What follows belongs to an exercise in optimizing a design on an open flow for a short achievable clock period and few clock cycles; a production flow would make more cautious choices. Power is estimated from default activity; no workload was simulated.

==> run a: inputs <==
## npc
module npc(
    input  wire        clk,
    input  wire        rst,
    output wire [31:0] pc,
    input  wire [31:0] instr,
    output wire [31:0] dmem_addr,
    input  wire [31:0] dmem_rdata,
    output wire        dmem_we,
    output wire [1:0]  dmem_size,
    output wire [31:0] dmem_wdata
);
export LEC_CHECK = 0
export ABC_CLOCK_PERIOD_IN_PS = 3000
export CAP_MARGIN = 20
export CORE_MARGIN = 2
export CORE_UTILIZATION = 40
export SLEW_MARGIN = 20
export SYNTH_HIERARCHICAL = 1
create_clock -name core_clock -period 11.0 [get_ports {clk}]
standard.sh (not shown) runs the stock make flow with config.mk's settings and CLKGATE_MAP_FILE= SYNTH_SCRIPT=/design/flow/synth_recipe.tcl, a recipe that flattens the netlist after the stock synthesis.
==> flow/flow/run.sh <==
#!/bin/bash
# Own layout flow: the standard synthesis unchanged, then the standard ORFS layout with
#  - a larger setup margin for repair_timing, so the resizer aims at a cycle much shorter than
#    the 11 ns clock of the (unchanged) SDC;
#  - port buffers of a stronger cell than the default choice (every port still gets one).
# Each tool's output goes to a log file here.
set -euo pipefail
MARGIN=$(cat flow/margin.txt)
bash standard.sh synth > synth.log 2>&1
bash standard.sh SETUP_SLACK_MARGIN=$MARGIN "BUFFER_PORTS_ARGS=-buffer_cell sky130_fd_sc_hd__buf_4" finish > layout.log 2>&1
==> flow/flow/margin.txt <==
7.4
==> run b (differences from run a) <==
--- a/flow/design.v
+++ b/flow/design.v
@@ -167,12 +167,16 @@
     wire [31:0] rf2 = (rs2_d == 5'd0) ? 32'd0 : (wen_w && rd_w == rs2_d) ? res_w : regs[rs2_d];
     wire m1 = wen_x && rd_x == rs1_d;
     wire w1 = wen_m && rd_m == rs1_d;
     wire m2 = wen_x && rd_x == rs2_d;
     wire w2 = wen_m && rd_m == rs2_d;
-    wire [31:0] op1 = m1 ? res_x : w1 ? wres_m : rf1;
-    wire [31:0] op2 = m2 ? res_x : w2 ? wres_m : rf2;
+    wire [31:0] op1, op2, opb;
+    wire [31:0] op1_nx = w1 ? wres_m : rf1;
+    wire [31:0] op2_nx = w2 ? wres_m : rf2;
+    mux32 u_op1(.sel(m1), .a(res_x), .b(op1_nx), .y(op1));
+    mux32 u_op2(.sel(m2), .a(res_x), .b(op2_nx), .y(op2));
+    mux32 u_opb(.sel(m2 && !useimm_d), .a(res_x), .b(useimm_d ? imm_d : op2_nx), .y(opb));
     wire lduse   = ld_x && ((use1_d && m1) || (use2_d && m2));
     wire stall_d = v_d && lduse;
     wire jalr_ok = is_jalr && m1 && dv_x;       
     wire [31:0] jtgt = jtgt_d;
     wire want_d  = is_jal || (is_br && ins_d[31]) || is_ecall || is_mret || jalr_ok;
@@ -194,10 +198,12 @@
     wire [31:0] A = a_x;
     wire [31:0] B = b_x;
     wire [31:0] sum, diff;
     wire        ltu, lts, sub_co;
     add32 u_sum(.a(A), .b(B), .s(sum));
+    wire [31:0] asum;
+    add32 u_asum(.a(A), .b(B), .s(asum));
     sub32 u_sub(.a(A), .b(B), .d(diff), .ltu(ltu), .lts(lts), .co(sub_co));
     wire        eq   = A == B;
     wire [31:0] shl  = A << B[4:0];
     wire [31:0] shr  = {{32{s_sra & A[31]}}, A} >> B[4:0];
     wire [31:0] csr_old = ({32{c_mstatus}} & mstatus) | ({32{c_mtvec}} & mtvec) |
@@ -206,12 +212,14 @@
     wire [31:0] csr_src = f3_x[2] ? {27'd0, zimm_x} : A;
     wire [31:0] csr_new = (f3_x[1:0] == 2'b01) ? csr_src :
                           (f3_x[1:0] == 2'b10) ? (csr_old | csr_src) : (csr_old & ~csr_src);
     assign mtvec_fw = (csrw_x && c_mtvec) ? csr_new : mtvec;
     assign mepc_fw  = ecall_x ? pc_x : (csrw_x && c_mepc) ? csr_new : mepc;
-    assign res_x = ({32{s_add & ~sub_x}} & sum) | ({32{s_add & sub_x}} & diff) |
-                   ({32{s_sll}} & shl) | ({32{s_sr}} & shr[31:0]) |
+    wire [31:0] as_x, oth_x;
+    mux32 u_as(.sel(sub_x), .a(diff), .b(sum), .y(as_x));
+    mux32 u_res(.sel(s_add), .a(as_x), .b(oth_x), .y(res_x));
+    assign oth_x = ({32{s_sll}} & shl) | ({32{s_sr}} & shr[31:0]) |
                    {31'd0, (s_slt & lts) | (s_sltu & ltu)} |
                    ({32{s_xor}} & (A ^ B)) | ({32{s_or}} & (A | B)) | ({32{s_and}} & (A & B)) |
                    ({32{s_dval}} & dval_x) | ({32{s_csr}} & csr_old);
     reg taken_x;
     always @(*) begin
@@ -230,11 +238,11 @@
                        .pred(pred_x), .jalr(jalr_x), .eq(eq), .ltu(ltu), .a31(A[31]), .b31(B[31]),
                        .redir(redir_x));
     redir_unit u_redir_o(.v(v_x), .bq_eq(bq_eq), .bq_lt(bq_lt), .bq_lu(bq_lu), .bq_nv(bq_nv), .bk(bk_x),
                          .pred(pred_x), .jalr(jalr_x), .eq(eq), .ltu(ltu), .a31(A[31]), .b31(B[31]),
                          .redir(redir_o));
-    wire [31:0] xtgt = jalr_x ? {sum[31:1], 1'b0} : alt_x;
+    wire [31:0] xtgt = jalr_x ? {asum[31:1], 1'b0} : alt_x;
     reg [31:0] ldv;
     always @(*) begin
         case (f3_m[1:0])
             2'b00:   ldv = {{24{~f3_m[2] & dmem_rdata[7]}},  dmem_rdata[7:0]};
             2'b01:   ldv = {{16{~f3_m[2] & dmem_rdata[15]}}, dmem_rdata[15:0]};
@@ -250,21 +258,19 @@
     wire redir_d = v_d && dfix_d && !stall_d;
     wire go_d    = v_d && !stall_d;                   
     always @(posedge clk or posedge rst) begin
         if (rst) begin
             pc_f    <= 32'h80000000;
-            pc_o    <= 32'h80000000;
             rp_v    <= 1'b0;
             v_d     <= 1'b0;
             dfx_q   <= 1'b0;
             mst_w   <= 1'b0;
             mtv_w   <= 1'b0;
             mep_w   <= 1'b0;
             mca_w   <= 1'b0;
         end else begin
             pc_f <= npc_f;
-            pc_o <= npc_o;
             if (ecall_x) rp_v <= 1'b1;
             dfx_q <= redir_d && !redir_x;
             if (redir_x || redir_d || dfx_q) v_d <= 1'b0;
             else if (!stall_d)      v_d <= 1'b1;
             if (ecall_x) begin
@@ -276,21 +282,23 @@
                 if (c_mepc)    mep_w <= 1'b1;
                 if (c_mcause)  mca_w <= 1'b1;
             end
         end
     end
-    wire ecall_f = instr[6:2] == 5'b11100 && instr[14:12] == 3'b000 && !instr[20] && !instr[21] &&
-                   !instr[28] && !(is_sys && ins_d[31:20] == 12'h305);
+    wire sys0_f  = instr[6:2] == 5'b11100 && instr[14:12] == 3'b000;
+    wire ecall_f = sys0_f && !instr[21];
     wire jal_f   = instr[6:2] == 5'b11011;
     wire bwd_f   = instr[6:2] == 5'b11000 && instr[31];
-    wire jalr_f  = instr[6:2] == 5'b11001;
-    wire mret_f  = instr[6:2] == 5'b11100 && instr[14:12] == 3'b000 && instr[21] && instr[28] &&
-                   instr[29] && rp_v;
+    wire jalr_f  = instr[6:2] == 5'b11001 && v_d && wen_d && rd_d == instr[19:15] &&
+                   (is_lui || is_auipc || is_jal || is_jalr);
+    wire mret_f  = sys0_f && instr[21] && rp_v;
     wire pf_f    = ecall_f || mret_f || jal_f || bwd_f || jalr_f;
     wire [31:0] dh    = dfx_q ? dtgt_q : pc_f;
-    wire        ovr_d = stall_d || dfx_q;
-    wire        f_any = ecall_f || mret_f || jal_f || bwd_f || jalr_f;
+    wire        ovr_d = stall_d || dfx_q || rst;
+    wire        f_any = instr[6] && instr[5] &&
+                        ((!instr[4] && (instr[2] || (!instr[3] && instr[31]))) ||
+                         (sys0_f && (!instr[21] || rp_v)));
     wire [31:0] npc_nx;
     sel7 u_fsel(.s0(ovr_d), .d0(dh),
                 .s1(!ovr_d && jal_f), .d1(tgtj_f),
                 .s2(!ovr_d && bwd_f), .d2(tgtb_f),
                 .s3(!ovr_d && jalr_f), .d3({jtgt_f[31:1], 1'b0}),
@@ -299,10 +307,11 @@
                 .s6(!ovr_d && !f_any), .d6(pc4_f), .y(npc_nx));
     mux32 u_npc(.sel(redir_x), .a(xtgt), .b(npc_nx), .y(npc_f));
     wire [31:0] npc_o;
     mux32 u_npc_o(.sel(redir_o), .a(xtgt), .b(npc_nx), .y(npc_o));
     always @(posedge clk) begin
+            pc_o <= npc_o;
             kill_x   <= redir_x;
             v_xr     <= go_d;
             wen_xr   <= go_d && wen_d;
             ld_xr    <= go_d && is_ld;
             st_xr    <= go_d && is_st;
@@ -345,11 +354,11 @@
         end
         pc_x   <= pc_d;
         dtgt_q <= dnext_d;
         if (ecall_x) rp <= alt_x;
         a_x    <= op1;
-        b_x    <= useimm_d ? imm_d : op2;
+        b_x    <= opb;
         s_x    <= op2;
         dval_x <= dval_d;
         alt_x  <= want_d ? pc4_d : tgt_d;
         pred_x <= want_d;
         bq_eq  <= is_br && f3_d[2:1] == 2'b00;
@@ -377,11 +386,11 @@
         c_mepc      <= ins_d[31:20] == 12'h341;
         c_mcause    <= ins_d[31:20] == 12'h342;
         c_mvendorid <= ins_d[31:20] == 12'hF11;
         c_marchid   <= ins_d[31:20] == 12'hF12;
         res_m <= res_x;
-        ad_m  <= sum;
+        ad_m  <= asum;
         rd_m  <= rd_x;
         f3_m  <= f3_x;
         sz_m  <= (f3_x[1:0] == 2'b00) ? 2'b01 : (f3_x[1:0] == 2'b01) ? 2'b10 : 2'b00;
         wd_m  <= (f3_x[1:0] == 2'b00) ? {24'd0, s_x[7:0]} :
                  (f3_x[1:0] == 2'b01) ? {16'd0, s_x[15:0]} : s_x;
==> run notes <==
- Of run a and run b, run a has the higher non-clock buffer count (gap 111).
- In run a the sequential power is larger than in run b, by about 1%.
- Count of clock-buffer cells in the layout: run b is higher than run a (8).
- In sequential share of layout area, run b and run a hardly differ.
- Of run a and run b, run a has the higher design area (gap 0.38%, measured against run b).
- Of run a and run b, run a has the higher power (gap about 5%, measured against run b).
- Sequential cell count is the same in run a and run b.
==> figures <==
DIE HEIGHT: run b 517 um; run a 510 um
Post-layout utilization of the core: run b 0.472; run a 0.488
Area after DPL: run b 0.111 mm2; run a 0.109 mm2
Area delta synth->final: run b 17.3%; run a 21.0%
Synthesized area divided by synthesized cell count: run b 12.3 um2; run a 12.5 um2
Hold path endpoint: run b wd_m[0]; run a pc_x[9]
Final Net Count: run b 9,179; run a 8,909
Setup slack of the most critical reg-to-reg path: run b 7.33 ns; run a 7.04 ns
Tightest Pin Transition: run b 1.33 ns; run a 1.37 ns
End of the critical path: run b pc_f[12]; run a v_d
Outcome: run b timing/DRC/antenna clean; run a timing/DRC/antenna clean
Power per unit of standard cell area: run b 208 mW/mm2; run a 217 mW/mm2
Number of antenna violations at the first check in global routing: run b 44; run a 35
DR WL met2: run b 190,000 um; run a 196,000 um
# fillers: run b 23,300; run a 22,100
No run of this note included a check of the RTL's function; only the layout flow was run.

what the ideal ports hide:
In the flow no input, the clock included, has a driving cell. The finished layouts below were timed again as built, in two steps. Step 1 sets driving cells, clkbuf_16 on the clock port and buf_2 on the other inputs (assumed; they add their load-dependent delay and slew). Step 2 adds t to the input delays and takes it off the output delays; t is the mean of the earliest and latest rising clock arrival at the registers after step 1. Input paths then give back, and output paths get back, about the clock's delay inside the block. a / b / c = ideal / step 1 / step 2; a / b = the first two.
run | shift t [ns] | slack for setup (ns) | worst register clock-pin slew, ns | worst data-port slew with drivers (ns) | pins driven straight from the clock port
run a | 0.961 | 7.042 / 7.010 / 6.049 | 0.07 / 0.07 | 0.30 | 1
run b | 0.966 | 7.303 / 6.972 / 6.006 | 0.07 / 0.07 | 0.59 | 1
After both steps every run listed still meets setup and hold. The setup slack of run b, which loses most, moves by -0.331 ns with the drivers and by -1.297 ns with both steps.
